Context: an optimization exercise on an open-source flow, tuned for small area. The choices shown serve that exercise and are no tape-out recipe.
RTL that was checked went through simulation tests only; none was proved equivalent to the original.
No functional check of the RTL was part of runs 1, 3 and 8.
The flow treats the clock pin as an ideal source. Dropping or thinning the clock tree relies on that and would not hold on a real chip.
Power and IR drop assume default switching activity.

==> flow/design.v <==
module saat
 # (
    parameter BIR_SANIYE = 12_000,
    parameter [10:0] T_CMP = 11'b01111001111,
    parameter [13:0] Z_CMP = 14'b11100111111111,
    parameter [4:0]  R_CMP = 5'b01111
   )
   (
    input sys_clk,
    input rst_n,
    input button_1,
    input button_2,
    output [2:0] led,
    output [7:0] segment,
    output [3:0] digit
   );
localparam CC_END = BIR_SANIYE / 600;
localparam RC_END = BIR_SANIYE / 1000;
function [13:0] lfsr;
  input integer w;
  input integer n;
  integer i;
  reg fb;
  begin
    lfsr = 0;
    for (i = 0; i < n; i = i + 1) begin
      case (w)
        5:  fb = ~(lfsr[4] ^ lfsr[1]);
        11: fb = ~(lfsr[10] ^ lfsr[9]);
        default: fb = ~(lfsr[13] ^ lfsr[12] ^ lfsr[11] ^ lfsr[1]);
      endcase
      lfsr = {lfsr[12:0], fb} & ((14'd1 << w) - 1);
    end
  end
endfunction
localparam [10:0] T_OVF = lfsr(11, 60 * (CC_END + 1));
localparam [10:0] T_ONE = (CC_END > 0) ? 11'd1 : 11'd0;
localparam [13:0] Z_END = lfsr(14, BIR_SANIYE);
localparam [4:0]  R_END = lfsr(5, 2 * RC_END + 1);
localparam [4:0]  R_REF = lfsr(5, RC_END);
reg [10:0] t;
reg [13:0] z;
reg [4:0]  r;
reg [2:0]  mt;
reg [3:0]  mu;
reg [1:0]  ht;
reg [3:0]  hu;
reg [3:0]  c;
reg [1:0]  p;
reg        init;
reg        l;
wire b1 = ~button_1;
wire b2 = ~button_2;
wire both = b1 & b2;
wire any = b1 | b2;
wire s_ovf = ((t & T_CMP) == (T_OVF & T_CMP));
wire z_end = ((z & Z_CMP) == (Z_END & Z_CMP));
wire m_ovf = mt[2] & mt[1];
wire h_ovf = ht[1] & hu[2];
wire m_btn = b2 & z_end;
wire h_btn = b1 & z_end;
wire m_inc = m_btn | (~m_ovf & s_ovf);
wire m_clr = ~m_btn & (m_ovf | (both & ~s_ovf));
wire h_inc = h_btn | (~h_ovf & m_ovf);
wire h_clr = ~h_btn & (h_ovf | (both & ~m_ovf));
wire refresh = ((r & R_CMP) == (R_REF & R_CMP));
wire t_fb = ~(t[10] ^ t[9]);
wire z_fb = ~(z[13] ^ z[12] ^ z[11] ^ z[1]);
wire r_fb = ~(r[4] ^ r[1]);
reg [10:0] t_n;
reg [13:0] z_n;
reg [4:0]  r_n;
reg [2:0]  mt_n;
reg [3:0]  mu_n;
reg [1:0]  ht_n;
reg [3:0]  hu_n;
reg [3:0]  c_n;
reg [1:0]  p_n;
reg        i_n;
always @* begin
  if (both) t_n = 0;
  else if (s_ovf) t_n = T_ONE;
  else t_n = {t[9:0], t_fb};
  z_n = z;
  if (any) begin
    if (z_end) z_n = 0;
    else z_n = {z[12:0], z_fb};
  end
  if (r == R_END) r_n = 0;
  else r_n = {r[3:0], r_fb};
  mt_n = mt; mu_n = mu;
  if (m_clr) begin
    mt_n = 0; mu_n = 0;
  end else if (m_inc) begin
    if (mu == 4'd9) begin mu_n = 0; mt_n = mt + 1'b1; end
    else mu_n = mu + 1'b1;
  end
  ht_n = ht; hu_n = hu;
  if (h_clr) begin
    ht_n = 0; hu_n = 0;
  end else if (h_inc) begin
    if (hu == 4'd9) begin hu_n = 0; ht_n = ht + 1'b1; end
    else hu_n = hu + 1'b1;
  end
  i_n = init; p_n = p; c_n = c;
  if (refresh) begin
    i_n = 1'b0;
    if (!init) begin
      p_n = p + 1'b1;
      case (p)
        2'd0: c_n = mu;
        2'd1: if (~m_ovf) c_n = {1'b0, mt};
        2'd2: c_n = hu;
        2'd3: c_n = {2'b00, ht};
      endcase
    end
  end
end
always @(posedge sys_clk) begin
  if (!rst_n) begin
    t <= 0; z <= 0; r <= 0;
    mt <= 0; mu <= 0; ht <= 0; hu <= 0;
    c <= 4'd15; p <= 0; init <= 1'b1;
    l <= 1'b0;
  end else begin
    t <= t_n; z <= z_n; r <= r_n;
    mt <= mt_n; mu <= mu_n; ht <= ht_n; hu <= hu_n;
    c <= c_n; p <= p_n; init <= i_n;
    l <= ~any;
  end
end
assign led = {3{l}};
assign digit = init ? 4'b1111 : ~(4'b0001 << p);
localparam [15:0] SA = 16'b0000_0011_1110_1101;
localparam [15:0] SB = 16'b0000_0011_1001_1111;
localparam [15:0] SC = 16'b0000_0011_1111_1011;
localparam [15:0] SD = 16'b0000_0011_0110_1101;
localparam [15:0] SE = 16'b0000_0001_0100_0101;
localparam [15:0] SF = 16'b0000_0011_0111_0001;
localparam [15:0] SG = 16'b0000_0011_0111_1100;
assign segment = {~digit[3], SG[c], SF[c], SE[c], SD[c], SC[c], SB[c], SA[c]};
endmodule
==> flow/flow/run.sh <==
#!/bin/bash
# Own layout flow: the standard synthesis, then the combinational logic between
# the registers re-mapped by ABC for area (registers, their names and cells
# untouched; the smallest of several ABC scripts is kept), then the standard
# layout from floorplan to finish, with buf_1 port buffers and no CTS dummy
# loads.
set -euo pipefail
cd "$(dirname "$0")/.."
W=$(pwd)
R=$W/orfs/results/$FLOW_PLATFORM/saat/base
YOSYS=$FLOW_HOME/../tools/install/yosys/bin/yosys
LIB=$FLOW_HOME/platforms/$FLOW_PLATFORM/lib/sky130_fd_sc_hd__tt_025C_1v80.lib

bash standard.sh synth > "$W/flow_synth.log" 2>&1
cp "$R/1_2_yosys.v" "$W/std_synth.v"

DONT_USE=$(sed -n '/^export DONT_USE_CELLS/,/^$/p' "$FLOW_HOME/platforms/$FLOW_PLATFORM/config.mk" \
  | tr ' \\' '\n\n' | grep '^sky130_fd_sc_hd__' | sed 's/^/-dont_use /' | tr '\n' ' ')

remap() {
  local n=$1 s=$2
  cat > "$W/remap_$n.ys" <<EOY
read_liberty -ignore_miss_func $LIB
read_verilog $W/std_synth.v
hierarchy -top $FLOW_TOP
setattr -mod -set keep_hierarchy 1 sky130_fd_sc_hd__dfxtp_1 sky130_fd_sc_hd__conb_1
flatten
select $FLOW_TOP
rename -hide w:*.*
opt
abc -liberty $LIB $DONT_USE -script $W/$s
opt_clean -purge
hilomap -singleton -hicell sky130_fd_sc_hd__conb_1 HI -locell sky130_fd_sc_hd__conb_1 LO
insbuf -buf sky130_fd_sc_hd__buf_1 A X
splitnets
opt_clean -purge
tee -o $W/remap_$n.stat stat -liberty $LIB
write_verilog -noattr -noexpr -nohex -nodec -selected $W/remap_$n.v
EOY
  "$YOSYS" -s "$W/remap_$n.ys" > "$W/remap_$n.log" 2>&1 || true
}

pids=()
for s in flow/abc_*.script; do
  remap "$(basename "$s" .script)" "$s" &
  pids+=($!)
  if (( ${#pids[@]} >= 4 )); then wait "${pids[0]}"; pids=("${pids[@]:1}"); fi
done
wait

best=""
best_area=""
for st in "$W"/remap_*.stat; do
  n=$(basename "$st" .stat); n=${n#remap_}
  a=$(grep "Chip area" "$st" | awk '{print $NF}') || continue
  [[ -n "$a" ]] || continue
  echo "$n $a" >> "$W/remap_areas.txt"
  if [[ -z "$best" ]] || awk "BEGIN{exit !($a < $best_area)}"; then
    best=$n; best_area=$a
  fi
done

if [[ -n "$best" ]]; then
  cp "$W/remap_$best.v" "$R/1_2_yosys.v"
  rm -f "$R/1_synth.odb" "$R/1_synth.sdc"
fi
echo "chosen: ${best:-standard} ${best_area}" >> "$W/remap_areas.txt"

bash standard.sh "BUFFER_PORTS_ARGS=-buffer_cell sky130_fd_sc_hd__buf_1" \
  "CTS_ARGS=-sink_clustering_enable -repair_clock_nets -dont_use_dummy_load" \
  finish > "$W/flow_layout.log" 2>&1
==> flow/flow/abc_a.script <==
strash
dc2
dch -f
amap
==> flow/flow/abc_b.script <==
strash
dc2
&get -n
&dch -f
&nf -a
&put
==> flow/flow/abc_c.script <==
strash
dch -f
map -a
==> flow/flow/abc_d1.script <==
&get -n
&deepsyn -T 150 -S 1
&put
dch -f
amap
==> flow/flow/abc_d2.script <==
&get -n
&deepsyn -T 150 -S 2
&put
dch -f
amap
==> flow/flow/abc_d3.script <==
&get -n
&deepsyn -T 150 -S 3
&put
dch -f
amap
==> flow/flow/abc_d4.script <==
&get -n
&deepsyn -T 150 -S 4
&put
dch -f
amap
==> flow/flow/abc_d5.script <==
&get -n
&deepsyn -T 150 -S 5
&put
dch -f
amap
==> flow/flow/abc_d6.script <==
&get -n
&deepsyn -T 150 -S 6
&put
dch -f
amap
==> flow/standard.sh <==
#!/bin/bash
# synth_recipe.tcl (not shown) runs the flow's synth.tcl, then flattens the netlist and writes it again
# the make line also repeats each setting of config.mk as NAME=value (left out here)
make -C /OpenROAD-flow-scripts/flow DESIGN_CONFIG=/design/flow/config.mk WORK_HOME=/design/flow/orfs CLKGATE_MAP_FILE= SYNTH_SCRIPT=/design/flow/synth_recipe.tcl "${@:-finish}"
==> flow/config.mk <==
export PLATFORM = sky130hd
export DESIGN_NAME = saat
export DESIGN_NICKNAME = saat
export VERILOG_FILES = /design/flow/design.v
export SDC_FILE = /design/flow/constraint.sdc
export NUM_CORES = 4
export LEC_CHECK = 0
export CAP_MARGIN = 20
export CORE_MARGIN = 2
export CORE_UTILIZATION = 40
export SLEW_MARGIN = 20
==> flow/constraint.sdc <==
create_clock -name core_clock -period 10.0 [get_ports {sys_clk}]
set_input_delay 2.0000 -clock core_clock [delete_from_list [all_inputs] [get_ports {sys_clk}]]
set_output_delay 2.0000 -clock core_clock [all_outputs]
set_load 0.01 [all_outputs]
==> results of run 1 <==
==> area by class of cell <==
type / count / area (sq um)
Inverter: 45 / 169
Fill cell: 466 / 2570
Clock buffer: 5 / 68.8
Multi-Input combinational cell: 143 / 746
Sequential cell: 51 / 1020
Timing Repair Buffer: 18 / 67.6
Tap cell: 67 / 83.8
==> critical path: cells and delay by family (launching register included) <==
| kind | cells | cell delay (ps) |
|---|---|---|
| compound gates | 3 | 510 |
| buf+inv | 3 | 330 |
| simple gates | 1 | 50 |
| flops | 1 | 390 |
==> layer usage <==
layer  global-route usage (%)  vias up  wire length [um]
met1                     19.0      745              1790
met4                     5.45        0                46
li1                         -      866                 -
met5                        0        -                 0
met3                     3.70        5               111
met2                     24.5       15              1740
==> power groups by stage <==
stage | combinational, uW | clock [uW] | sequential [uW]
6_report | 12.2 | 104 | 207
5_1_grt | 14.2 | 116 | 207
4_1_cts | 12.3 | 109 | 207
3_5_place_dp | 12.2 | 0 | 212
3_3_place_gp | 12.0 | 0 | 212
2_1_floorplan | 8.74 | 0 | 212
==> stage by stage <==
| step | cells | setup WS [ps] | total power [uW] | hold slack, ps | cell area, sq um |
|---|---|---|---|---|---|
| floorplan | 242 | 6650 | 220 | 404 | 1950 |
| CTS | 329 | 6410 | 328 | 428 | 2160 |
| finish | 329 | 6420 | 323 | 423 | 2160 |
| global route | 329 | 6180 | 337 | 445 | 2160 |
| detailed placement | 324 | 6280 | 224 | 416 | 2090 |
| global placement | 324 | 6300 | 224 | 415 | 2090 |
==> path summary, 6_finish.rpt <==
| check | start | endpoint | slack [ps] |
|---|---|---|---|
| max | c[0] | segment[1] | 6420 |
| min | t[0] | t[1] | 420 |
| max reg2reg | z[3] | ht[1] | 7240 |
| min reg2reg | t[0] | t[1] | 420 |
==> sequential cells by signal (all words and copies together) (netlist names) <==
signal	flops
z	14
init	1
c	4
mt	3
mu	4
p	2
t	11
l	1
hu	4
r	5
ht	2
==> flow_summary.json, run 1 <==
{
  "startpoint_type": "flip-flop",
  "max_slew_margin_pct": 54.2,
  "post_drt_wl_per_cell_um": 11.2,
  "cts_tree": "built",
  "finalWirelength_um": 3690,
  "switchingPower_uw": 69.1,
  "core-area_sq_um": 4720,
  "ys_warn_count": 1,
  "cts_resized": 0,
  "synth_nets": 246,
  "final_core_util_pct": 45.6,
  "layout_commonest_cell": "dfxtp_1",
  "hpwlAfterDp_um": 2850,
  "postCtsHoldBufs": 0,
  "slew_viol_final": 0,
  "required_ps": 8000,
  "post-cts-setup-buffers": 0,
  "clkPwrFrac_pct": 32.2,
  "peakVddDrop_mv": 0.102,
  "holdPathStages": 2,
  "cts_made_buffers": 5,
  "p_int_uw": 254,
  "hold_viol_final": 0,
  "status": "finished clean",
  "start_util_pct": 41.2,
  "num-nets-final": 268,
  "drive_above_1_share_pct": 1.91,
  "slowest_stage": "dfxtp_1",
  "insertion_delay_ps": 300,
  "drt_first_pass_iters": 4,
  "worst_pin_slew_ps": 680,
  "maxCapViolCount": 0,
  "grt_pass1_vias": 1402,
  "finalCritPeriodShare_pct": 35.8,
  "power_density_nw_per_um2": 150,
  "syn_to_final_growth_pct": 10.7,
  "antenna_found_initial": 0,
  "boundaryPins": 19,
  "cts_sinks": 51,
  "grt_pass1_wl_um": 6220,
  "netlist_instances": 242,
  "skew_ps": 9.80,
  "grt_setup_unrepaired": "false",
  "track_usage_pct": 14.9,
  "sequentialPowerShare_pct": 64.0,
  "combPwrFrac_pct": 3.8,
  "gp_congestion": 0.742,
  "fp.dieArea_sq_um": 5440,
  "hold_path_class": "flip-flop to flip-flop",
  "port_buffers": 18,
  "r2r_cells": 11,
  "crit_path_end_kind": "primary output",
  "swShare_pct": 21.4,
  "netlist_area_sq_um": 1950,
  "vias_per_cell": 4.96,
  "htreeDepth": 2,
  "remaining_drc_errors": 0,
  "path_clk_slew_ps": 80,
  "finalSetupViolations": 0,
  "grt-ovfl-total": 0,
  "fmax_mhz": 280,
  "worstPathArrival_ps": 1580,
  "slowest_delay_ps": 390,
  "worstSetupPathType": "flip-flop to primary output",
  "fin_setup_tns_ps": 0,
  "period_minus_slack_ps": 3580,
  "die_x_um": 73.8,
  "cp_cell_sequence": "clkinv_1, o21ai_0, o21ai_0, clkinv_1, nor2_1, a21oi_1, buf_1",
  "cts-root-buf": "clkbuf_8",
  "die-height_um": 73.8,
  "leakage_uw": 0.000706,
  "detail-route-antenna-nets": 0,
  "path_max_fanout": 5,
  "drt_iter0_drc": 92,
  "syn_avg_cell_area_sq_um": 8.04,
  "mostFrequentLayoutCells": "dfxtp_1 (51), clkinv_1 (45), nor2_1 (32), o22ai_1 (20), nand2_1 (19)",
  "clock_tree.buffer_depth": 2,
  "antenna_cells": 0,
  "vias": 1631,
  "std_cell_rows": 25,
  "grt_max_degree": 15
}
==> inputs of run 2 (changes only) <==
--- a/flow/design.v
+++ b/flow/design.v
@@ -132,11 +132,11 @@
 assign led = {3{l}};
 assign digit = init ? 4'b1111 : ~(4'b0001 << p);
-localparam [15:0] SA = 16'b0000_0011_1110_1101;
-localparam [15:0] SB = 16'b0000_0011_1001_1111;
-localparam [15:0] SC = 16'b0000_0011_1111_1011;
-localparam [15:0] SD = 16'b0000_0011_0110_1101;
-localparam [15:0] SE = 16'b0000_0001_0100_0101;
-localparam [15:0] SF = 16'b0000_0011_0111_0001;
-localparam [15:0] SG = 16'b0000_0011_0111_1100;
+localparam [15:0] SA = 16'b0000_1111_1110_1101;
+localparam [15:0] SB = 16'b0001_1111_1001_1111;
+localparam [15:0] SC = 16'b0011_0011_1111_1011;
+localparam [15:0] SD = 16'b0110_0111_0110_1101;
+localparam [15:0] SE = 16'b0100_0101_0100_0101;
+localparam [15:0] SF = 16'b0111_0111_0111_0001;
+localparam [15:0] SG = 16'b0111_1111_0111_1100;
 assign segment = {~digit[3], SG[c], SF[c], SE[c], SD[c], SC[c], SB[c], SA[c]};
 endmodule
==> run 2 against run 1 <==
Against the previous run: still clean; die area decreased by 0.61%; clock power about the same; hold slack improved by 1.2 ps; final area decreased by 1.3%; utilization decreased by 0.31 points; routed wire length fell by 4.7%; synthesized cell count decreased by 3.7%; count of clock-buffer cells in the layout stayed put; via count down 4.0%; first-iteration DRC count down 66%; sequential cell count unchanged.
==> flow_summary.json, run 2 <==
{
  "status": "finished clean",
  "multiInputGateArea_sq_um": 752,
  "worstPathArrival_ps": 3780,
  "track_usage_pct": 14.5,
  "grt_setup_unrepaired": "false",
  "syn_avg_cell_area_sq_um": 8.30,
  "fin_setup_tns_ps": 0,
  "gp_congestion": 0.789,
  "ys_warn_count": 1,
  "hold_viol_final": 0,
  "combPwrFrac_pct": 3.7,
  "top_layer": "met4",
  "switchingPower_uw": 68.4,
  "p_int_uw": 254,
  "drt-met1-wl_um": 1870,
  "crit_path_end_kind": "flip-flop",
  "vias_per_cell": 5.10,
  "fillers": 474,
  "finalSetupViolations": 0,
  "worst_hold_startpoint": "r[0]",
  "netlist_instances": 233,
  "die-height_um": 73.5,
  "worst_pin_slew_ps": 762,
  "period_minus_slack_ps": 3610,
  "synth_nets": 237,
  "worstSetupPathType": "input pin to flip-flop",
  "antenna_cells": 0,
  "largest_reg_flops": 14,
  "netlist_area_sq_um": 1930,
  "reg2reg_to": "hu[3]",
  "pre_cts_slack_ps": 6090,
  "path_clk_slew_ps": 90,
  "syn_to_final_growth_pct": 9.96,
  "skew_ps": 12.8,
  "peakVddDrop_mv": 0.0857,
  "holdPathStages": 2,
  "leakage_uw": 0.000710,
  "maxCapViolCount": 0,
  "hold_ws_ps": 424,
  "grt_max_degree": 16,
  "sequentialPowerShare_pct": 64.1,
  "num-nets-final": 259,
  "clock_tree.buffer_depth": 2,
  "startpoint_type": "input pin",
  "path_max_fanout": 7,
  "wl_met2_um": 1470,
  "grt_pass1_vias": 1423,
  "worstReg2RegStart": "z[1]",
  "core-area_sq_um": 4690,
  "cts_tree": "built",
  "antenna_found_initial": 0,
  "hpwlAfterDp_um": 2660,
  "fp.dieArea_sq_um": 5410,
  "hold_path_class": "flip-flop to flip-flop",
  "vias": 1565,
  "largest-register": "z",
  "finalCritPeriodShare_pct": 36.1,
  "post_drt_wl_per_cell_um": 11.4,
  "layout_commonest_cell": "dfxtp_1",
  "std_cell_rows": 25,
  "port_buffers": 18,
  "drive_above_1_share_pct": 1.98,
  "reg_top3": "z (14), t (11), r (5)",
  "timing.final.ws_setup_ps": 6390,
  "grt-ovfl-total": 0,
  "required_ps": 10170,
  "fmax_mhz": 277,
  "design_area_sq_um": 2130,
  "r2r_cells": 9,
  "detail-route-antenna-nets": 0,
  "post-cts-setup-buffers": 0,
  "drt_first_pass_iters": 4,
  "cts_resized": 0,
  "finalWirelength_um": 3510,
  "die_x_um": 73.5,
  "max_slew_margin_pct": 48.7,
  "swShare_pct": 21.2,
  "slew_viol_final": 0,
  "remaining_drc_errors": 0,
  "boundaryPins": 19,
  "insertion_delay_ps": 290,
  "reg2reg_slack_ps": 7720,
  "start_util_pct": 41.2,
  "min_to": "r[1]",
  "cts-root-buf": "clkbuf_8",
  "clkPwrFrac_pct": 32.2,
  "cts_sinks": 51,
  "placed_cell_area_sq_um": 2060,
  "drt_iter0_drc": 31,
  "cts_made_buffers": 5,
  "register_area_sq_um": 1020,
  "grt_pass1_wl_um": 6110,
  "routed-wl-met3_um": 163,
  "mostFrequentLayoutCells": "dfxtp_1 (51), clkinv_1 (40), nor2_1 (30), nand2_1 (18), buf_1 (18)",
  "postCtsHoldBufs": 0,
  "power_density_nw_per_um2": 152,
  "htreeDepth": 2
}
[run 2: power by group through the flow]
stage / combinational (uW) / clock [uW] / sequential [uW]
after floorplan: 8.55 / 0 / 211
after global placement: 12.0 / 0 / 212
after detailed placement: 11.9 / 0 / 212
after CTS: 11.9 / 108 / 207
after global routing: 13.5 / 115 / 207
final: 11.8 / 104 / 207
[run 2: worst max-delay path by stage]
stage,end,startpoint
floorplan,c[2],rst_n
global placement,c[2],rst_n
detailed placement,c[2],rst_n
CTS,c[2],rst_n
global route,c[2],rst_n
finish,c[2],rst_n
[run 2: stage by stage]
stage	utilization [%]	power, uW	std cells
finish	45.3	323	307
detailed placement	43.9	224	302
CTS	45.3	327	307
global route	45.3	335	307
global placement	43.9	224	302
floorplan	-	220	233
[run 2: worst max-delay path, cell delays in order]
cell      delay (ps)
buf_1            250
clkinv_1         240
nor2_1           170
nand2_1           80
or2_0            260
a31oi_1          260
clkinv_1         160
o32a_1           360
[run 2: metal layers]
layer  global-route usage, %  vias to the layer above
met4                    5.25                        0
li1                        -                      846
met3                    4.39                        2
met1                    19.6                      688
met5                       0                        -
met2                    21.7                       29
[run 2: final cells by class]
| class | instances | share of cell area [%] |
|---|---|---|
| sequential | 51 | 48.0 |
| inverter | 40 | 7.06 |
| multi-input combinational | 139 | 35.4 |
| timing repair buffer | 18 | 3.18 |
| clock buffer | 5 | 3.24 |
| tap | 54 | 3.18 |
==> inputs of run 3 (changes only) <==
--- a/flow/design.v
+++ b/flow/design.v
@@ -48,5 +48,4 @@
 reg [3:0]  c;
 reg [1:0]  p;
-reg        init;
 reg        l;
 wire b1 = ~button_1;
@@ -64,4 +63,5 @@
 wire h_inc = h_btn | (~h_ovf & m_ovf);
 wire h_clr = ~h_btn & (h_ovf | (both & ~m_ovf));
+wire init = (c == 4'd15);
 wire refresh = ((r & R_CMP) == (R_REF & R_CMP));
 wire t_fb = ~(t[10] ^ t[9]);
@@ -77,5 +77,4 @@
 reg [3:0]  c_n;
 reg [1:0]  p_n;
-reg        i_n;
 always @* begin
   if (both) t_n = 0;
@@ -103,8 +102,8 @@
     else hu_n = hu + 1'b1;
   end
-  i_n = init; p_n = p; c_n = c;
+  p_n = p; c_n = c;
   if (refresh) begin
-    i_n = 1'b0;
-    if (!init) begin
+    if (init) c_n = 4'd14;
+    else begin
       p_n = p + 1'b1;
       case (p)
@@ -121,10 +120,10 @@
     t <= 0; z <= 0; r <= 0;
     mt <= 0; mu <= 0; ht <= 0; hu <= 0;
-    c <= 4'd15; p <= 0; init <= 1'b1;
+    c <= 4'd15; p <= 0;
     l <= 1'b0;
   end else begin
     t <= t_n; z <= z_n; r <= r_n;
     mt <= mt_n; mu <= mu_n; ht <= ht_n; hu <= hu_n;
-    c <= c_n; p <= p_n; init <= i_n;
+    c <= c_n; p <= p_n;
     l <= ~any;
   end
@@ -135,8 +134,8 @@
 localparam [15:0] SB = 16'b0001_1111_1001_1111;
 localparam [15:0] SC = 16'b0011_0011_1111_1011;
-localparam [15:0] SD = 16'b0110_0111_0110_1101;
-localparam [15:0] SE = 16'b0100_0101_0100_0101;
-localparam [15:0] SF = 16'b0111_0111_0111_0001;
-localparam [15:0] SG = 16'b0111_1111_0111_1100;
+localparam [15:0] SD = 16'b0011_0011_0110_1101;
+localparam [15:0] SE = 16'b0000_0101_0100_0101;
+localparam [15:0] SF = 16'b0011_0011_0111_0001;
+localparam [15:0] SG = 16'b0011_1111_0111_1100;
 assign segment = {~digit[3], SG[c], SF[c], SE[c], SD[c], SC[c], SB[c], SA[c]};
 endmodule
==> run 3 against run 2 <==
Against the previous run: synthesized area rose by 0.84%; total power fell by 1.2%; sequential power fell by 2%; sequential share of layout area fell by 1.7 points; setup slack got worse by 180 ps; critical path depth fell by 4; largest cell class unchanged; critical endpoint is now digit[1].
==> flow_summary.json, run 3 <==
{
  "cts-root-buf": "clkbuf_8",
  "maxCapViolCount": 0,
  "gp_congestion": 0.803,
  "insertion_delay_ps": 300,
  "reg_top3": "z (14), t (11), r (5)",
  "startpoint_type": "flip-flop",
  "worstSetupPathType": "flip-flop to primary output",
  "vias": 1602,
  "status": "finished clean",
  "finalWirelength_um": 3620,
  "leakage_uw": 0.000706,
  "hpwlAfterDp_um": 2730,
  "peakVddDrop_mv": 0.100,
  "remaining_drc_errors": 0,
  "synth_nets": 247,
  "timing.final.ws_setup_ps": 6220,
  "vias_per_cell": 4.85,
  "clock_tree.buffer_depth": 2,
  "grt_pass1_wl_um": 6280,
  "grt_pass1_vias": 1458,
  "post-cts-setup-buffers": 0,
  "pre_cts_slack_ps": 6370,
  "grt_max_degree": 16,
  "num-nets-final": 269,
  "netlist_area_sq_um": 1950,
  "hold_path_class": "flip-flop to flip-flop",
  "finalCritPeriodShare_pct": 37.8,
  "skew_ps": 19.6,
  "hold_viol_final": 0,
  "finalSetupViolations": 0,
  "path_clk_slew_ps": 70,
  "mostFrequentLayoutCells": "dfxtp_1 (50), clkinv_1 (48), nor2_1 (33), buf_1 (18)",
  "power_density_nw_per_um2": 148,
  "post_drt_wl_per_cell_um": 11.0,
  "drt_iter0_drc": 59,
  "std_cell_rows": 25,
  "drt_first_pass_iters": 4,
  "largest_reg_flops": 14,
  "antenna_found_initial": 0,
  "layout_commonest_cell": "dfxtp_1",
  "fillers": 493,
  "worst_pin_slew_ps": 880,
  "fmax_mhz": 264,
  "cts_tree": "built",
  "core-area_sq_um": 4720,
  "required_ps": 8000,
  "detail-route-antenna-nets": 0,
  "worstPathArrival_ps": 1780,
  "fin_setup_tns_ps": 0,
  "largest-register": "z",
  "grt-ovfl-total": 0,
  "period_minus_slack_ps": 3780,
  "die-height_um": 73.8,
  "max_slew_margin_pct": 40.7,
  "slew_viol_final": 0,
  "netlist_instances": 243,
  "start_util_pct": 41.3,
  "syn_to_final_growth_pct": 10.7,
  "postCtsHoldBufs": 0,
  "crit_path_end_kind": "primary output",
  "antenna_cells": 0,
  "htreeDepth": 2,
  "cts_sinks": 50,
  "cts_made_buffers": 5,
  "boundaryPins": 19,
  "syn_avg_cell_area_sq_um": 8.03,
  "port_buffers": 18,
  "fp.dieArea_sq_um": 5450,
  "track_usage_pct": 14.8,
  "path_max_fanout": 5,
  "ys_warn_count": 1,
  "grt_setup_unrepaired": "false",
  "die_x_um": 73.8,
  "cts_resized": 0,
  "drive_above_1_share_pct": 1.90
}
## run 3: where the power goes
group	internal [uW]	leakage [uW]	total, uW	switching, uW
clock	45.2	0.0000359	103	58.1
combinational	3.43	0.000264	12.3	8.88
sequential	202	0.000405	203	1.21
total	250	0.000705	319	68.2
## run 3: stage by stage
stage          area [sq um]  std cells  hold slack (ps)  total power, uW  utilization, %
2_1_floorplan          1950        243              403              216               -
3_3_place_gp           2090        325              418              220            44.3
3_5_place_dp           2090        325              419              220            44.3
4_1_cts                2160        330              431              322            45.7
5_1_grt                2160        330              444              333            45.7
6_report               2160        330              426              319            45.7
## run 3: area by class of cell
class | count | area, sq um | share of cell area [%]
Sequential cell | 50 | 1000 | 46.3
Multi-Input combinational cell | 142 | 758 | 35.1
Inverter | 48 | 180 | 8.34
Tap cell | 67 | 83.8 | 3.88
Clock buffer | 5 | 68.8 | 3.19
Timing Repair Buffer | 18 | 67.6 | 3.13
## run 3: worst paths after layout
check,startpoint,to,slack [ps],cells after the start
setup reg to reg,z[7],ht[1],7190,11
hold / removal,r[3],r[4],430,2
setup / recovery,c[1],digit[1],6220,4
hold reg to reg,r[3],r[4],430,2
## run 3: critical path, cell delays in order, from the launching register on
cell      delay (ps)
dfxtp_1          390
clkinv_1         150
nor4b_1          550
or3_1            240
buf_1            170
## run 3: routing by layer
metal	vias to the layer above	routed length [um]	track usage, %
met1	703	1820	19.2
li1	871	-	-
met2	24	1630	23.9
met3	4	127	4.12
met4	0	36	4.85
met5	-	0	0
==> inputs of run 4 (changes only) <==
--- a/flow/design.v
+++ b/flow/design.v
@@ -48,4 +48,5 @@
 reg [3:0]  c;
 reg [1:0]  p;
+reg        init;
 reg        l;
 wire b1 = ~button_1;
@@ -63,5 +64,4 @@
 wire h_inc = h_btn | (~h_ovf & m_ovf);
 wire h_clr = ~h_btn & (h_ovf | (both & ~m_ovf));
-wire init = (c == 4'd15);
 wire refresh = ((r & R_CMP) == (R_REF & R_CMP));
 wire t_fb = ~(t[10] ^ t[9]);
@@ -77,4 +77,5 @@
 reg [3:0]  c_n;
 reg [1:0]  p_n;
+reg        i_n;
 always @* begin
   if (both) t_n = 0;
@@ -102,8 +103,8 @@
     else hu_n = hu + 1'b1;
   end
-  p_n = p; c_n = c;
+  i_n = init; p_n = p; c_n = c;
   if (refresh) begin
-    if (init) c_n = 4'd14;
-    else begin
+    i_n = 1'b0;
+    if (!init) begin
       p_n = p + 1'b1;
       case (p)
@@ -120,10 +121,10 @@
     t <= 0; z <= 0; r <= 0;
     mt <= 0; mu <= 0; ht <= 0; hu <= 0;
-    c <= 4'd15; p <= 0;
+    c <= 4'd15; p <= 0; init <= 1'b1;
     l <= 1'b0;
   end else begin
     t <= t_n; z <= z_n; r <= r_n;
     mt <= mt_n; mu <= mu_n; ht <= ht_n; hu <= hu_n;
-    c <= c_n; p <= p_n;
+    c <= c_n; p <= p_n; init <= i_n;
     l <= ~any;
   end
@@ -134,8 +135,8 @@
 localparam [15:0] SB = 16'b0001_1111_1001_1111;
 localparam [15:0] SC = 16'b0011_0011_1111_1011;
-localparam [15:0] SD = 16'b0011_0011_0110_1101;
-localparam [15:0] SE = 16'b0000_0101_0100_0101;
-localparam [15:0] SF = 16'b0011_0011_0111_0001;
-localparam [15:0] SG = 16'b0011_1111_0111_1100;
+localparam [15:0] SD = 16'b0110_0111_0110_1101;
+localparam [15:0] SE = 16'b0100_0101_0100_0101;
+localparam [15:0] SF = 16'b0111_0111_0111_0001;
+localparam [15:0] SG = 16'b0111_1111_0111_1100;
 assign segment = {~digit[3], SG[c], SF[c], SE[c], SD[c], SC[c], SB[c], SA[c]};
 endmodule
==> flow/flow/abc_a.script (replaced) <==
strash
dc2
dch -f
amap -F 5 -A 5
==> flow/flow/abc_b.script (replaced) <==
strash
dc2
&get -n
&dch -f
&nf -R 1000
&put
==> flow/flow/abc_m7.script (new file) <==
&get -n
&deepsyn -T 150 -S 7
&put
dch -f
amap -F 5 -A 5
==> flow/flow/abc_m8.script (new file) <==
&get -n
&deepsyn -T 150 -S 8
&put
dch -f
amap -F 5 -A 5
==> flow/flow/abc_n1.script (new file) <==
&get -n
&deepsyn -T 150 -S 1
&dch -f
&nf -R 1000
&put
==> flow/flow/abc_n2.script (new file) <==
&get -n
&deepsyn -T 150 -S 2
&dch -f
&nf -R 1000
&put
==> flow/flow/abc_n3.script (new file) <==
&get -n
&deepsyn -T 150 -S 3
&dch -f
&nf -R 1000
&put
==> flow/flow/abc_n4.script (new file) <==
&get -n
&deepsyn -T 150 -S 4
&dch -f
&nf -R 1000
&put
==> flow/flow/abc_n5.script (new file) <==
&get -n
&deepsyn -T 150 -S 5
&dch -f
&nf -R 1000
&put
==> flow/flow/abc_n6.script (new file) <==
&get -n
&deepsyn -T 150 -S 6
&dch -f
&nf -R 1000
&put
removed: flow/flow/abc_c.script
removed: flow/flow/abc_d1.script
removed: flow/flow/abc_d2.script
removed: flow/flow/abc_d3.script
removed: flow/flow/abc_d4.script
removed: flow/flow/abc_d5.script
removed: flow/flow/abc_d6.script
==> run 4 against run 3 <==
Against the previous run: utilization down 0.65 points; first-iteration DRC count down 29%; hold slack barely moved; count of clock-buffer cells in the layout did not move; setup slack better by 330 ps; combinational power shrank 19%; sequential power grew 2%; via count is 13% lower; die area is 2.1% lower; global-route usage fell by 1.9 points; register-to-register slack improved by 440 ps; cell count fell by 19%; critical path type unchanged; critical endpoint is now segment[3]; highest routed layer unchanged.
==> flow_summary.json, run 4 <==
{
  "status": "finished clean",
  "cts-root-buf": "clkbuf_8",
  "grt-ovfl-total": 0,
  "drive_above_1_share_pct": 3.27,
  "dp.cells": 263,
  "design_area_sq_um": 2100,
  "power_density_nw_per_um2": 152,
  "ys_warn_count": 1,
  "largest_reg_flops": 14,
  "insertion_delay_ps": 300,
  "hold_viol_final": 0,
  "start_util_pct": 40.9,
  "path_max_fanout": 7,
  "finalSetupViolations": 0,
  "grt_setup_unrepaired": "false",
  "leakage_uw": 0.000798,
  "post_drt_wl_per_cell_um": 12.2,
  "fp.dieArea_sq_um": 5340,
  "track_usage_pct": 12.9,
  "startpoint_type": "flip-flop",
  "worstPathArrival_ps": 1460,
  "placed_cell_area_sq_um": 2030,
  "worst_pin_slew_ps": 1090,
  "final_cells": 268,
  "switchingPower_uw": 65.4,
  "combPwrFrac_pct": 3.1,
  "grt_pass1_wl_um": 5400,
  "vias_per_cell": 5.19,
  "syn_to_final_growth_pct": 10.1,
  "postCtsHoldBufs": 0,
  "grt_pass1_vias": 1241,
  "boundaryPins": 19,
  "fillers": 466,
  "reg_top3": "z (14), t (11), r (5)",
  "die-height_um": 73.1,
  "routed-wl-met3_um": 117,
  "mostFrequentLayoutCells": "dfxtp_1 (51), buf_1 (18), nor2_1 (17), a22o_1 (14)",
  "crit_path_end_kind": "primary output",
  "clkPwrFrac_pct": 32.0,
  "remaining_drc_errors": 0,
  "die_x_um": 73.1,
  "drt_first_pass_iters": 4,
  "worst_hold_startpoint": "r[0]",
  "finalCritPeriodShare_pct": 34.6,
  "cts_made_buffers": 5,
  "holdPathStages": 2,
  "worstSetupPathType": "flip-flop to primary output",
  "antenna_found_initial": 0,
  "slew_viol_final": 0,
  "gp_congestion": 0.751,
  "antenna_cells": 0,
  "period_minus_slack_ps": 3460,
  "hpwlAfterDp_um": 2390,
  "max_slew_margin_pct": 26.3,
  "detail-route-antenna-nets": 0,
  "min_to": "r[1]",
  "skew_ps": 20.8,
  "reg2reg_slack_ps": 7630,
  "peakVddDrop_mv": 0.0777,
  "htreeDepth": 2,
  "layout_commonest_cell": "dfxtp_1",
  "netlist_instances": 194,
  "port_buffers": 18,
  "maxCapViolCount": 0,
  "swShare_pct": 20.5,
  "hold_path_class": "flip-flop to flip-flop",
  "cts_tree": "built",
  "fmax_mhz": 289,
  "p_int_uw": 254,
  "syn_avg_cell_area_sq_um": 9.84,
  "required_ps": 8000,
  "cts_sinks": 51,
  "r2r_cells": 9,
  "drt_iter0_drc": 42,
  "wl_met2_um": 1430,
  "vias": 1391,
  "drt-met1-wl_um": 1690,
  "synth_nets": 198,
  "cts_resized": 0,
  "clock_tree.buffer_depth": 2,
  "top_layer": "met4",
  "fin_setup_tns_ps": 0,
  "core-area_sq_um": 4660,
  "num-nets-final": 220,
  "worstReg2RegStart": "z[5]",
  "largest-register": "z",
  "reg2reg_to": "mu[1]",
  "std_cell_rows": 25,
  "finalWirelength_um": 3270,
  "netlist_area_sq_um": 1910,
  "path_clk_slew_ps": 90,
  "sequentialPowerShare_pct": 64.9,
  "post-cts-setup-buffers": 0,
  "grt_max_degree": 16
}
run 4: worst max path at each step:
stage | startpoint | endpoint | slack, ps | depth (start not counted)
finish | c[2] | segment[3] | 6540 | 4
global route | rst_n | z[10] | 6340 | 4
CTS | c[2] | segment[3] | 6520 | 4
detailed placement | button_2 | mu[1] | 6240 | 6
global placement | rst_n | z[13] | 6330 | 4
floorplan | button_2 | mt[2] | 6760 | 7
run 4: routing by layer:
metal / track usage (%) / vias up
met2: 20.4 / 17
met1: 16.8 / 634
met4: 4.32 / 0
met5: 0 / -
li1: - / 736
met3: 4.01 / 4
run 4: through the flow:
step                power [uW]  worst slack, ps  util, %  hold slack, ps
finish                     320             6540     45.1             426
CTS                        326             6520     45.1             431
global route               332             6340     45.1             458
floorplan                  219             6760        -             404
global placement           222             6330     43.6             416
detailed placement         222             6240     43.6             419
run 4: layout make-up:
class / count / area [sq um] / share of cell area [%]
Multi-Input combinational cell: 135 / 857 / 40.8
Timing Repair Buffer: 18 / 67.6 / 3.22
Tap cell: 54 / 67.6 / 3.22
Inverter: 5 / 18.8 / 0.893
Clock buffer: 5 / 68.8 / 3.28
Sequential cell: 51 / 1020 / 48.6
run 4: power by group through the flow:
stage	registers [uW]	clock network (uW)	logic [uW]
floorplan	212	0	7.17
global placement	212	0	9.98
detailed placement	212	0	10.1
CTS	208	108	10.1
global route	208	112	11.4
finish	208	102	9.97
run 4: critical path, cell delays in order, from the launching register on:
cell and delay [ps]:
dfxtp_1 370, or2_0 280, a211oi_1 300, a31oi_1 70, buf_1 140
==> inputs of run 5 (changes only) <==
--- a/flow/flow/run.sh
+++ b/flow/flow/run.sh
@@ -69,3 +69,4 @@
 bash standard.sh "BUFFER_PORTS_ARGS=-buffer_cell sky130_fd_sc_hd__buf_1" \
   "CTS_ARGS=-sink_clustering_enable -repair_clock_nets -dont_use_dummy_load" \
+  "POST_CTS_TCL=$W/flow/post_cts.tcl" "FLOW_CLK_PORT=sys_clk" \
   finish > "$W/flow_layout.log" 2>&1
==> flow/flow/post_cts.tcl (new file) <==
set block [ord::get_db_block]
set clk_port [$block findBTerm $::env(FLOW_CLK_PORT)]
set clk_net [$clk_port getNet]
set loads [$clk_net getITerms]
if { [llength $loads] == 1 } {
  set root [[lindex $loads 0] getInst]
  set root_out ""
  foreach it [$root getITerms] {
    if { [$it isOutputSignal] } { set root_out [$it getNet] }
  }
  if { $root_out != "" } {
    set leaves [$root_out getITerms]
    set ok 1
    set n 0
    foreach it $leaves {
      if { [$it isOutputSignal] } { continue }
      incr n
      set m [[$it getInst] getMaster]
      if { ![string match "sky130_fd_sc_hd__clkbuf_*" [$m getName]] } { set ok 0 }
    }
    if { $ok && $n >= 1 && $n <= 4 } {
      puts "post_cts: removing root clock buffer [$root getName], $n buffers now on the clock port"
      foreach it $leaves {
        if { [$it isOutputSignal] } { continue }
        $it disconnect
        $it connect $clk_net
      }
      odb::dbInst_destroy $root
      odb::dbNet_destroy $root_out
      estimate_parasitics -placement
    } else {
      puts "post_cts: clock tree left as is (ok=$ok, leaves=$n)"
    }
  }
}
==> run 5 against run 4 <==
Against the previous run: sequential power barely moved; register-to-register slack barely moved; still clean on timing, DRC and antenna; largest cell class unchanged; synthesized cell count unchanged; critical endpoint is now mu[1]; sequential cell count unchanged; hold slack about the same; highest routed layer unchanged.
==> flow_summary.json, run 5 <==
{
  "largest_reg_flops": 14,
  "required_ps": 10050,
  "hpwlAfterDp_um": 2390,
  "insertion_delay_ps": 150,
  "vias_per_cell": 5.18,
  "cts_sinks": 51,
  "top_layer": "met4",
  "std_cell_rows": 25,
  "wl_met2_um": 1440,
  "reg2reg_slack_ps": 7630,
  "layout_commonest_cell": "dfxtp_1",
  "maxCapViolCount": 0,
  "startpoint_type": "input pin",
  "routed-wl-met3_um": 101,
  "peakVddDrop_mv": 0.0779,
  "fmax_mhz": 279,
  "final_core_util_pct": 44.8,
  "path_clk_slew_ps": 90,
  "synth_nets": 198,
  "crit_path_end": "mu[1]",
  "drt_iter0_drc": 54,
  "max_slew_margin_pct": 26.4,
  "grt-ovfl-total": 0,
  "antenna_found_initial": 0,
  "gp_congestion": 0.751,
  "worst_pin_slew_ps": 1090,
  "timing.final.ws_setup_ps": 6410,
  "slew_viol_final": 0,
  "mostFrequentLayoutCells": "dfxtp_1 (51), buf_1 (18), nor2_1 (17), a22o_1 (14)",
  "vias": 1384,
  "path_max_fanout": 6,
  "finalCritPeriodShare_pct": 35.9,
  "grt_max_degree": 16,
  "boundaryPins": 19,
  "finalWirelength_um": 3250,
  "die_x_um": 73.1,
  "drive_above_1_share_pct": 2.82,
  "netlist_area_sq_um": 1910,
  "track_usage_pct": 12.8,
  "fin_setup_tns_ps": 0,
  "ys_warn_count": 1,
  "r2r_cells": 9,
  "reg_top3": "z (14), t (11), r (5)",
  "worstSetupPathType": "input pin to flip-flop",
  "worstReg2RegStart": "z[5]",
  "grt_setup_unrepaired": "false",
  "reg2reg_to": "mu[1]",
  "largest-register": "z",
  "detail-route-antenna-nets": 0,
  "port_buffers": 18,
  "period_minus_slack_ps": 3590,
  "grt_pass1_vias": 1234,
  "post_drt_wl_per_cell_um": 12.2,
  "cp_cell_sequence": "buf_1, o21ai_0, o311ai_0, a211oi_1, o21ai_0, nor2_1",
  "fp.dieArea_sq_um": 5340,
  "finalSetupViolations": 0,
  "hold_viol_final": 0,
  "num-nets-final": 219,
  "crit_path_end_kind": "flip-flop",
  "grt_pass1_wl_um": 5390,
  "die-height_um": 73.1,
  "pre_cts_slack_ps": 6240,
  "worstSetupStartpoint": "button_2",
  "syn_avg_cell_area_sq_um": 9.84,
  "status": "finished clean",
  "start_util_pct": 40.9,
  "drt-met1-wl_um": 1690,
  "power_density_nw_per_um2": 145,
  "drt_first_pass_iters": 4,
  "hold_path_class": "flip-flop to flip-flop",
  "skew_ps": 22.4,
  "worstPathArrival_ps": 3640,
  "antenna_cells": 0,
  "slowest_delay_ps": 930,
  "crit_top_cell": "o21ai_0",
  "leakage_uw": 0.000791,
  "syn_to_final_growth_pct": 9.38,
  "core-area_sq_um": 4660,
  "slowest_stage": "o311ai_0",
  "remaining_drc_errors": 0,
  "netlist_instances": 194
}
-- run 5: how the worst min path moves through the flow --
stage               from  cells past startpoint  slack [ps]  endpoint
floorplan           r[0]                      2         400      r[1]
global placement    r[0]                      2         420      r[1]
detailed placement  r[0]                      2         420      r[1]
global route        t[5]                      1         460      t[6]
finish              r[0]                      2         430      r[1]
-- run 5: routing by layer --
layer	track usage [%]	vias to the layer above
li1	-	735
met1	16.8	633
met2	20.4	14
met3	3.59	2
met4	3.70	0
met5	0	-
-- run 5: where the power goes --
part           internal [uW]  total, uW  switching, uW
logic                   3.42       9.97           6.54
registers                206        208           1.84
clock network           36.6       84.7           48.1
total                    246        302           56.4
-- run 5: area by class of cell --
type	count	area, sq um
Sequential cell	51	1020
Fill cell	465	2570
Timing Repair Buffer	18	67.6
Multi-Input combinational cell	135	857
Tap cell	54	67.6
Inverter	5	18.8
Clock buffer	4	55.1
-- run 5: stage by stage --
| stage | instance area (sq um) | total power, uW | hold slack [ps] | instances |
|---|---|---|---|---|
| after floorplan | 1910 | 219 | 404 | 194 |
| after global placement | 2030 | 222 | 416 | 263 |
| after detailed placement | 2030 | 222 | 419 | 263 |
| after global routing | 2090 | 314 | 457 | 267 |
| final | 2090 | 302 | 426 | 267 |
-- run 5: critical path: cells and delay by family --
kind / cells / cell delay (ps)
AO/OA/AOI/OAI: 4 / 1400
buffers and inverters: 1 / 180
AND/OR/NAND/NOR: 1 / 60
==> inputs of run 6 (changes only) <==
removed: flow/flow/abc_m7.script
removed: flow/flow/abc_m8.script
removed: flow/flow/abc_n1.script
removed: flow/flow/abc_n2.script
removed: flow/flow/abc_n3.script
removed: flow/flow/abc_n4.script
removed: flow/flow/abc_n5.script
removed: flow/flow/abc_n6.script
==> run 6 against run 5 <==
Against the previous run: routed wire length is 8.6% higher; register-to-register slack better by 80 ps; sequential share of layout area fell by 2.2 points; synthesized area is 4.2% higher; critical endpoint is now z[10].
==> flow_summary.json, run 6 <==
{
  "status": "finished clean",
  "hpwlAfterDp_um": 2600,
  "leakage_uw": 0.000823,
  "worst_pin_slew_ps": 766,
  "gp_congestion": 0.724,
  "path_clk_slew_ps": 80,
  "crit_path_end_kind": "flip-flop",
  "peakVddDrop_mv": 0.0861,
  "largest-register": "z",
  "detail-route-antenna-nets": 0,
  "reg_top3": "z (14), t (11), r (5)",
  "sequentialPowerShare_pct": 68.4,
  "die_x_um": 74.5,
  "fillers": 491,
  "dp.cells": 306,
  "std_cell_rows": 25,
  "core-area_sq_um": 4750,
  "maxCapViolCount": 0,
  "swShare_pct": 19.1,
  "netlist_area_sq_um": 1990,
  "mostFrequentLayoutCells": "dfxtp_1 (51), nor2_1 (22), nand2_1 (20), buf_1 (18), a21oi_1 (17)",
  "startpoint_type": "input pin",
  "die-height_um": 74.5,
  "grt_max_degree": 18,
  "fmax_mhz": 270,
  "largest_reg_flops": 14,
  "insertion_delay_ps": 140,
  "holdPathStages": 1,
  "start_util_pct": 41.8,
  "fp.dieArea_sq_um": 5550,
  "vias_per_cell": 5.10,
  "post_drt_wl_per_cell_um": 11.4,
  "clkPwrFrac_pct": 28.2,
  "port_buffers": 18,
  "drt_iter0_drc": 88,
  "finalCritPeriodShare_pct": 37.0,
  "period_minus_slack_ps": 3700,
  "worst_hold_startpoint": "t[5]",
  "hold_viol_final": 0,
  "switchingPower_uw": 58.1,
  "slew_viol_final": 0,
  "wl_met2_um": 1470,
  "synth_nets": 228,
  "vias": 1581,
  "reg2reg_to": "mt[2]",
  "netlist_instances": 224,
  "finalSetupViolations": 0,
  "worstReg2RegStart": "t[9]",
  "routed-wl-met3_um": 70,
  "grt_setup_unrepaired": "false",
  "hold_path_class": "flip-flop to flip-flop",
  "worstSetupPathType": "input pin to flip-flop",
  "boundaryPins": 19,
  "p_int_uw": 246,
  "r2r_cells": 11,
  "path_max_fanout": 17,
  "combPwrFrac_pct": 3.4,
  "drt-met1-wl_um": 1940,
  "track_usage_pct": 13.8,
  "power_density_nw_per_um2": 139,
  "fin_setup_tns_ps": 0,
  "worstPathArrival_ps": 3790,
  "top_layer": "met4",
  "grt_pass1_wl_um": 5930,
  "final_cells": 310,
  "max_slew_margin_pct": 48.4,
  "remaining_drc_errors": 0,
  "syn_to_final_growth_pct": 9.82,
  "finalWirelength_um": 3530,
  "reg2reg_slack_ps": 7710,
  "antenna_found_initial": 0,
  "num-nets-final": 249,
  "drt_first_pass_iters": 4,
  "syn_avg_cell_area_sq_um": 8.88,
  "min_to": "t[6]",
  "grt-ovfl-total": 0,
  "layout_commonest_cell": "dfxtp_1",
  "antenna_cells": 0,
  "cts_sinks": 51,
  "skew_ps": 8.45,
  "drive_above_1_share_pct": 1.65,
  "grt_pass1_vias": 1329,
  "ys_warn_count": 1,
  "required_ps": 10090
}
==> run 6: power by group through the flow <==
stage | clock [uW] | sequential [uW] | combinational [uW]
5_1_grt | 95.8 | 209 | 11.9
3_3_place_gp | 0 | 213 | 10.4
2_1_floorplan | 0 | 212 | 7.33
6_report | 85.7 | 208 | 10.3
3_5_place_dp | 0 | 213 | 10.5
==> run 6: cell type report <==
cell class                 instances  area, sq um  area share [%]
sequential                        51         1020            46.8
multi-input combinational        164          933            42.8
tap                               67         83.8            3.84
timing repair buffer              18         67.6            3.09
clock buffer                       4         55.1            2.52
inverter                           6         22.5            1.03
==> run 6: how the worst max path moves through the flow <==
| stage | depth (start not counted) | startpoint | slack (ps) | to |
|---|---|---|---|---|
| floorplan | 7 | button_2 | 6890 | mt[2] |
| global placement | 4 | rst_n | 6220 | z[5] |
| detailed placement | 4 | rst_n | 6160 | z[4] |
| global route | 4 | rst_n | 6130 | z[10] |
| finish | 4 | rst_n | 6300 | z[10] |
==> run 6: critical path, cell delays in order <==
cell	delay (ps)
buf_1	480
a21boi_0	590
and2_0	510
a22o_1	200
==> run 6: metal layers <==
| metal | GRT usage (%) | vias to the layer above |
|---|---|---|
| li1 | - | 843 |
| met1 | 20.0 | 720 |
| met2 | 20.6 | 12 |
| met3 | 2.85 | 6 |
| met4 | 4.17 | 0 |
| met5 | 0 | - |
==> run 6: metrics by stage <==
| step | setup slack, ps | power (uW) | hold slack [ps] | cell area [sq um] | util [%] |
|---|---|---|---|---|---|
| finish | 6300 | 304 | 456 | 2180 | 45.9 |
| global route | 6130 | 317 | 489 | 2180 | 45.9 |
| detailed placement | 6160 | 223 | 438 | 2130 | 44.8 |
| global placement | 6220 | 223 | 435 | 2130 | 44.8 |
| floorplan | 6890 | 220 | 429 | 1990 | - |
==> inputs of run 7 (changes only) <==
==> flow/flow/abc_n1.script (new file) <==
&get -n
&deepsyn -T 150 -S 1
&dch -f
&nf -R 1000
&put
==> flow/flow/abc_n10.script (new file) <==
&get -n
&deepsyn -T 150 -S 10
&dch -f
&nf -R 1000
&put
==> flow/flow/abc_n11.script (new file) <==
&get -n
&deepsyn -T 150 -S 11
&dch -f
&nf -R 1000
&put
==> flow/flow/abc_n12.script (new file) <==
&get -n
&deepsyn -T 150 -S 12
&dch -f
&nf -R 1000
&put
==> flow/flow/abc_n2.script (new file) <==
&get -n
&deepsyn -T 150 -S 2
&dch -f
&nf -R 1000
&put
==> flow/flow/abc_n3.script (new file) <==
&get -n
&deepsyn -T 150 -S 3
&dch -f
&nf -R 1000
&put
==> flow/flow/abc_n4.script (new file) <==
&get -n
&deepsyn -T 150 -S 4
&dch -f
&nf -R 1000
&put
==> flow/flow/abc_n5.script (new file) <==
&get -n
&deepsyn -T 150 -S 5
&dch -f
&nf -R 1000
&put
==> flow/flow/abc_n6.script (new file) <==
&get -n
&deepsyn -T 150 -S 6
&dch -f
&nf -R 1000
&put
==> flow/flow/abc_n7.script (new file) <==
&get -n
&deepsyn -T 150 -S 7
&dch -f
&nf -R 1000
&put
==> flow/flow/abc_n8.script (new file) <==
&get -n
&deepsyn -T 150 -S 8
&dch -f
&nf -R 1000
&put
==> flow/flow/abc_n9.script (new file) <==
&get -n
&deepsyn -T 150 -S 9
&dch -f
&nf -R 1000
&put
==> run 7 against run 6 <==
Against the previous run: via count fell by 12%; maximum frequency rose by 3.1%; sequential cell count did not move; utilization fell by 1.1 points; register-to-register slack got worse by 80 ps; clock skew rose by 14 ps; count of clock-buffer cells in the layout did not move; non-clock buffer count did not move; final area fell by 4.4%; total power fell by 0.64%; sequential share of layout area rose by 2.2 points; die area fell by 3.8%.
==> flow_summary.json, run 7 <==
{
  "status": "finished clean",
  "drive_above_1_share_pct": 2.82,
  "reg_top3": "z (14), t (11), r (5)",
  "finalWirelength_um": 3250,
  "fmax_mhz": 279,
  "antenna_found_initial": 0,
  "hold_ws_ps": 426,
  "gp_congestion": 0.751,
  "largest-register": "z",
  "post_drt_wl_per_cell_um": 12.2,
  "syn_to_final_growth_pct": 9.38,
  "fp.dieArea_sq_um": 5340,
  "required_ps": 10050,
  "boundaryPins": 19,
  "fillers": 465,
  "worstPathArrival_ps": 3640,
  "finalCritPeriodShare_pct": 35.9,
  "skew_ps": 22.4,
  "start_util_pct": 40.9,
  "path_clk_slew_ps": 90,
  "crit_path_end_kind": "flip-flop",
  "peakVddDrop_mv": 0.0779,
  "antenna_cells": 0,
  "netlist_instances": 194,
  "layout_commonest_cell": "dfxtp_1",
  "startpoint_type": "input pin",
  "largest_reg_flops": 14,
  "fin_setup_tns_ps": 0,
  "finalSetupViolations": 0,
  "grt_pass1_wl_um": 5390,
  "max_slew_margin_pct": 26.4,
  "syn_avg_cell_area_sq_um": 9.84,
  "core-area_sq_um": 4660,
  "port_buffers": 18,
  "finalPower_uw": 302,
  "worstSetupPathType": "input pin to flip-flop",
  "hpwlAfterDp_um": 2390,
  "path_max_fanout": 6,
  "vias_per_cell": 5.18,
  "die-height_um": 73.1,
  "die_x_um": 73.1,
  "leakage_uw": 0.000791,
  "hold_viol_final": 0,
  "drt_iter0_drc": 54,
  "num-nets-final": 219,
  "remaining_drc_errors": 0,
  "grt_setup_unrepaired": "false",
  "drt_first_pass_iters": 4,
  "grt_pass1_vias": 1234,
  "vias": 1384,
  "design_area_sq_um": 2090,
  "maxCapViolCount": 0,
  "holdPathStages": 2,
  "std_cell_rows": 25,
  "worst_pin_slew_ps": 1090,
  "grt-ovfl-total": 0,
  "period_minus_slack_ps": 3590,
  "power_density_nw_per_um2": 145,
  "slew_viol_final": 0,
  "placed_cell_area_sq_um": 2030,
  "grt_max_degree": 16,
  "mostFrequentLayoutCells": "dfxtp_1 (51), buf_1 (18), nor2_1 (17), a22o_1 (14)",
  "insertion_delay_ps": 150,
  "track_usage_pct": 12.8,
  "ys_warn_count": 1,
  "r2r_cells": 9,
  "synth_nets": 198,
  "hold_path_class": "flip-flop to flip-flop",
  "detail-route-antenna-nets": 0,
  "netlist_area_sq_um": 1910,
  "cts_sinks": 51
}
-- run 7: stage by stage --
step / util (%) / instances / setup slack, ps
floorplan: - / 194 / 6760
global placement: 43.6 / 263 / 6330
global route: 44.8 / 267 / 6180
finish: 44.8 / 267 / 6410
detailed placement: 43.6 / 263 / 6240
-- run 7: worst paths after layout --
kind	startpoint	to	slack (ps)
setup / recovery	button_2	mu[1]	6410
hold / removal	r[0]	r[1]	430
setup reg to reg	z[5]	mu[1]	7630
hold reg to reg	r[0]	r[1]	430
-- run 7: final cells by class --
type / count / area, sq um / area share [%]
clock buffers: 4 / 55.1 / 2.64
inverters: 5 / 18.8 / 0.899
multi-input cells: 135 / 857 / 41.1
flip-flops and latches: 51 / 1020 / 48.9
well taps: 54 / 67.6 / 3.24
repair buffers: 18 / 67.6 / 3.24
-- run 7: worst max-delay path: stages --
cell,delay (ps)
buf_1,180
o21ai_0,200
o311ai_0,930
a211oi_1,130
o21ai_0,140
nor2_1,60
-- run 7: per-layer routing --
layer / up-vias / share of wire (%) / global-route usage, %
li1: 735 / - / -
met1: 633 / 52 / 16.8
met2: 14 / 44 / 20.4
met3: 2 / 3.1 / 3.59
met4: 0 / 0.37 / 3.70
met5: - / 0 / 0
-- run 7: power by group --
part / switching [uW] / internal, uW / leakage [uW]
combinational: 6.54 / 3.42 / 0.000349
clock: 48.1 / 36.6 / 0.0000288
sequential: 1.84 / 206 / 0.000413
total: 56.4 / 246 / 0.000791
==> inputs of run 8 (changes only) <==
--- a/flow/design.v
+++ b/flow/design.v
@@ -48,5 +48,4 @@
 reg [3:0]  c;
 reg [1:0]  p;
-reg        init;
 reg        l;
 wire b1 = ~button_1;
@@ -64,4 +63,5 @@
 wire h_inc = h_btn | (~h_ovf & m_ovf);
 wire h_clr = ~h_btn & (h_ovf | (both & ~m_ovf));
+wire init = (c == 4'd15);
 wire refresh = ((r & R_CMP) == (R_REF & R_CMP));
 wire t_fb = ~(t[10] ^ t[9]);
@@ -77,5 +77,4 @@
 reg [3:0]  c_n;
 reg [1:0]  p_n;
-reg        i_n;
 always @* begin
   if (both) t_n = 0;
@@ -103,8 +102,8 @@
     else hu_n = hu + 1'b1;
   end
-  i_n = init; p_n = p; c_n = c;
+  p_n = p; c_n = c;
   if (refresh) begin
-    i_n = 1'b0;
-    if (!init) begin
+    if (init) c_n = 4'd14;
+    else begin
       p_n = p + 1'b1;
       case (p)
@@ -121,10 +120,10 @@
     t <= 0; z <= 0; r <= 0;
     mt <= 0; mu <= 0; ht <= 0; hu <= 0;
-    c <= 4'd15; p <= 0; init <= 1'b1;
+    c <= 4'd15; p <= 0;
     l <= 1'b0;
   end else begin
     t <= t_n; z <= z_n; r <= r_n;
     mt <= mt_n; mu <= mu_n; ht <= ht_n; hu <= hu_n;
-    c <= c_n; p <= p_n; init <= i_n;
+    c <= c_n; p <= p_n;
     l <= ~any;
   end
@@ -135,8 +134,8 @@
 localparam [15:0] SB = 16'b0001_1111_1001_1111;
 localparam [15:0] SC = 16'b0011_0011_1111_1011;
-localparam [15:0] SD = 16'b0110_0111_0110_1101;
-localparam [15:0] SE = 16'b0100_0101_0100_0101;
-localparam [15:0] SF = 16'b0111_0111_0111_0001;
-localparam [15:0] SG = 16'b0111_1111_0111_1100;
+localparam [15:0] SD = 16'b0011_0011_0110_1101;
+localparam [15:0] SE = 16'b0000_0101_0100_0101;
+localparam [15:0] SF = 16'b0011_0011_0111_0001;
+localparam [15:0] SG = 16'b0011_1111_0111_1100;
 assign segment = {~digit[3], SG[c], SF[c], SE[c], SD[c], SC[c], SB[c], SA[c]};
 endmodule
==> run 8 against run 7 <==
Against the previous run: sequential share of layout area is 1.1 points lower; via count is 4.0% higher; clock power is 0.5% lower; cell count is 2.2% higher; combinational power hardly changed; first-iteration DRC count is 63% higher.
==> flow_summary.json, run 8 <==
{
  "status": "finished clean",
  "core-area_sq_um": 4660,
  "slowest_stage": "a21boi_0",
  "peakVddDrop_mv": 0.0736,
  "netlist_instances": 200,
  "drive_above_1_share_pct": 1.83,
  "port_buffers": 18,
  "std_cell_rows": 25,
  "vias": 1440,
  "boundaryPins": 19,
  "die-height_um": 73.2,
  "crit_path_end_kind": "flip-flop",
  "drt_first_pass_iters": 4,
  "hpwlAfterDp_um": 2330,
  "netlist_area_sq_um": 1920,
  "vias_per_cell": 5.27,
  "largest_reg_flops": 14,
  "p_int_uw": 242,
  "clkPwrFrac_pct": 28.2,
  "largest-register": "z",
  "max_slew_margin_pct": 43.5,
  "syn_avg_cell_area_sq_um": 9.58,
  "fmax_mhz": 271,
  "path_clk_slew_ps": 80,
  "grt-ovfl-total": 0,
  "sequentialPowerShare_pct": 68.3,
  "ys_warn_count": 1,
  "mostFrequentLayoutCells": "dfxtp_1 (50), and2_0 (18), buf_1 (18), nand2_1 (15), a22o_1 (15)",
  "detail-route-antenna-nets": 0,
  "register_area_sq_um": 1000,
  "startpoint_type": "input pin",
  "finalWirelength_um": 3230,
  "insertion_delay_ps": 140,
  "slowest_delay_ps": 740,
  "hold_viol_final": 0,
  "required_ps": 10090,
  "fillers": 461,
  "final_cells": 273,
  "antenna_cells": 0,
  "cts_sinks": 50,
  "cp_cell_sequence": "buf_1, a21boi_0, and2_0, a22o_1",
  "period_minus_slack_ps": 3690,
  "finalCritPeriodShare_pct": 36.9,
  "fin_setup_tns_ps": 0,
  "worstSetupPathType": "input pin to flip-flop",
  "finalSetupViolations": 0,
  "leakage_uw": 0.000771,
  "grt_setup_unrepaired": "false",
  "drt_iter0_drc": 88,
  "gp_congestion": 0.746,
  "combPwrFrac_pct": 3.4,
  "grt_pass1_vias": 1207,
  "power_density_nw_per_um2": 142,
  "grt_pass1_wl_um": 5400,
  "slew_viol_final": 0,
  "dp.cells": 269,
  "num-nets-final": 225,
  "remaining_drc_errors": 0,
  "layout_commonest_cell": "dfxtp_1",
  "maxCapViolCount": 0,
  "reg_top3": "z (14), t (11), r (5)",
  "path_max_fanout": 14,
  "grt_max_degree": 16,
  "start_util_pct": 41.1,
  "syn_to_final_growth_pct": 9.34,
  "track_usage_pct": 12.9,
  "switchingPower_uw": 56.3,
  "swShare_pct": 18.9,
  "worst_pin_slew_ps": 839,
  "hold_path_class": "flip-flop to flip-flop",
  "skew_ps": 9.44,
  "antenna_found_initial": 0,
  "die_x_um": 73.2,
  "fp.dieArea_sq_um": 5360,
  "post_drt_wl_per_cell_um": 11.8,
  "synth_nets": 204,
  "multiInputGateArea_sq_um": 892,
  "worstPathArrival_ps": 3780
}
-- run 8: cell type report --
class	count	area share, %
sequential	50	47.8
tap	54	3.23
multi-input combinational	144	42.6
timing repair buffer	18	3.23
clock buffer	4	2.63
inverter	3	0.538
-- run 8: power by group through the flow --
stage	Sequential, uW	Clock [uW]	Combinational, uW
2_1_floorplan	208	0	7.45
5_1_grt	204	94.5	11.7
3_5_place_dp	209	0	10.2
3_3_place_gp	209	0	10.3
6_report	204	84.3	10.2
-- run 8: metal layers --
layer,part of all wire [%],track usage [%],vias up,wire length [um]
met5,0,0,-,0
met4,0.71,3.09,0,23
met3,3.1,4.56,2,99
met2,43,19.8,25,1370
met1,54,17.4,651,1730
li1,-,-,762,-
-- run 8: worst paths after layout --
check,to,start,slack [ps],cells past startpoint
min,t[5],t[4],430,1
min reg2reg,t[5],t[4],430,1
max,z[4],rst_n,6310,4
max reg2reg,mt[2],z[11],7790,7
-- run 8: worst max-delay path: cells and delay by family --
family | cells | cell delay [ps]
buf+inv | 1 | 390
simple gates | 1 | 440
compound gates | 2 | 940
-- run 8: metrics by stage --
stage	utilization [%]	hold WS, ps	power, uW	setup WS (ps)	area (sq um)
2_1_floorplan	-	407	215	6490	1920
3_3_place_gp	43.8	409	219	6220	2040
3_5_place_dp	43.8	416	219	6240	2040
5_1_grt	44.9	445	311	6120	2090
6_report	44.9	432	298	6310	2090

==> what the ideal ports hide <==
The flow's constraints put no driver on any port. The routed layouts listed below were extracted and timed again, unchanged, in two steps.
Step 1 (the two cells are an assumption about what drives the block):
set clk [get_ports {sys_clk}]
set_driving_cell -lib_cell sky130_fd_sc_hd__clkbuf_16 $clk
set_driving_cell -lib_cell sky130_fd_sc_hd__buf_2 [delete_from_list [all_inputs] $clk]
Step 2 also shifts input and output timing later by t, the mid clock arrival at the registers, as if the neighbouring blocks saw the same clock.
a / b / c = ideal ports / drivers / drivers and shift; a / b = the first two.
run | t, ns | setup WS [ns] | clock arrival spread, ns | worst register clock-pin slew, ns | worst slew at a driven data input, ns
run 1 | 0.321 | 6.424 / 6.394 / 6.298 | 0.010 / 0.010 | 0.09 / 0.09 | 0.03
run 2 | 0.310 | 6.392 / 6.391 / 6.081 | 0.014 / 0.014 | 0.09 / 0.09 | 0.03
run 3 | 0.315 | 6.216 / 6.191 / 6.335 | 0.020 / 0.019 | 0.09 / 0.09 | 0.03
run 4 | 0.310 | 6.543 / 6.517 / 6.244 | 0.021 / 0.021 | 0.09 / 0.09 | 0.03
run 5 | 0.187 | 6.412 / 6.432 / 6.245 | 0.023 / 0.022 | 0.09 / 0.09 | 0.03
run 6 | 0.191 | 6.301 / 6.326 / 6.135 | 0.009 / 0.008 | 0.08 / 0.08 | 0.03
run 7 | 0.187 | 6.412 / 6.432 / 6.245 | 0.023 / 0.022 | 0.09 / 0.09 | 0.03
run 8 | 0.189 | 6.315 / 6.340 / 6.151 | 0.010 / 0.010 | 0.08 / 0.08 | 0.03
After both steps every run listed still meets setup and hold. For run 2, which loses most, drivers alone change the setup slack by -0.001 ns; drivers and shift together by -0.311 ns.
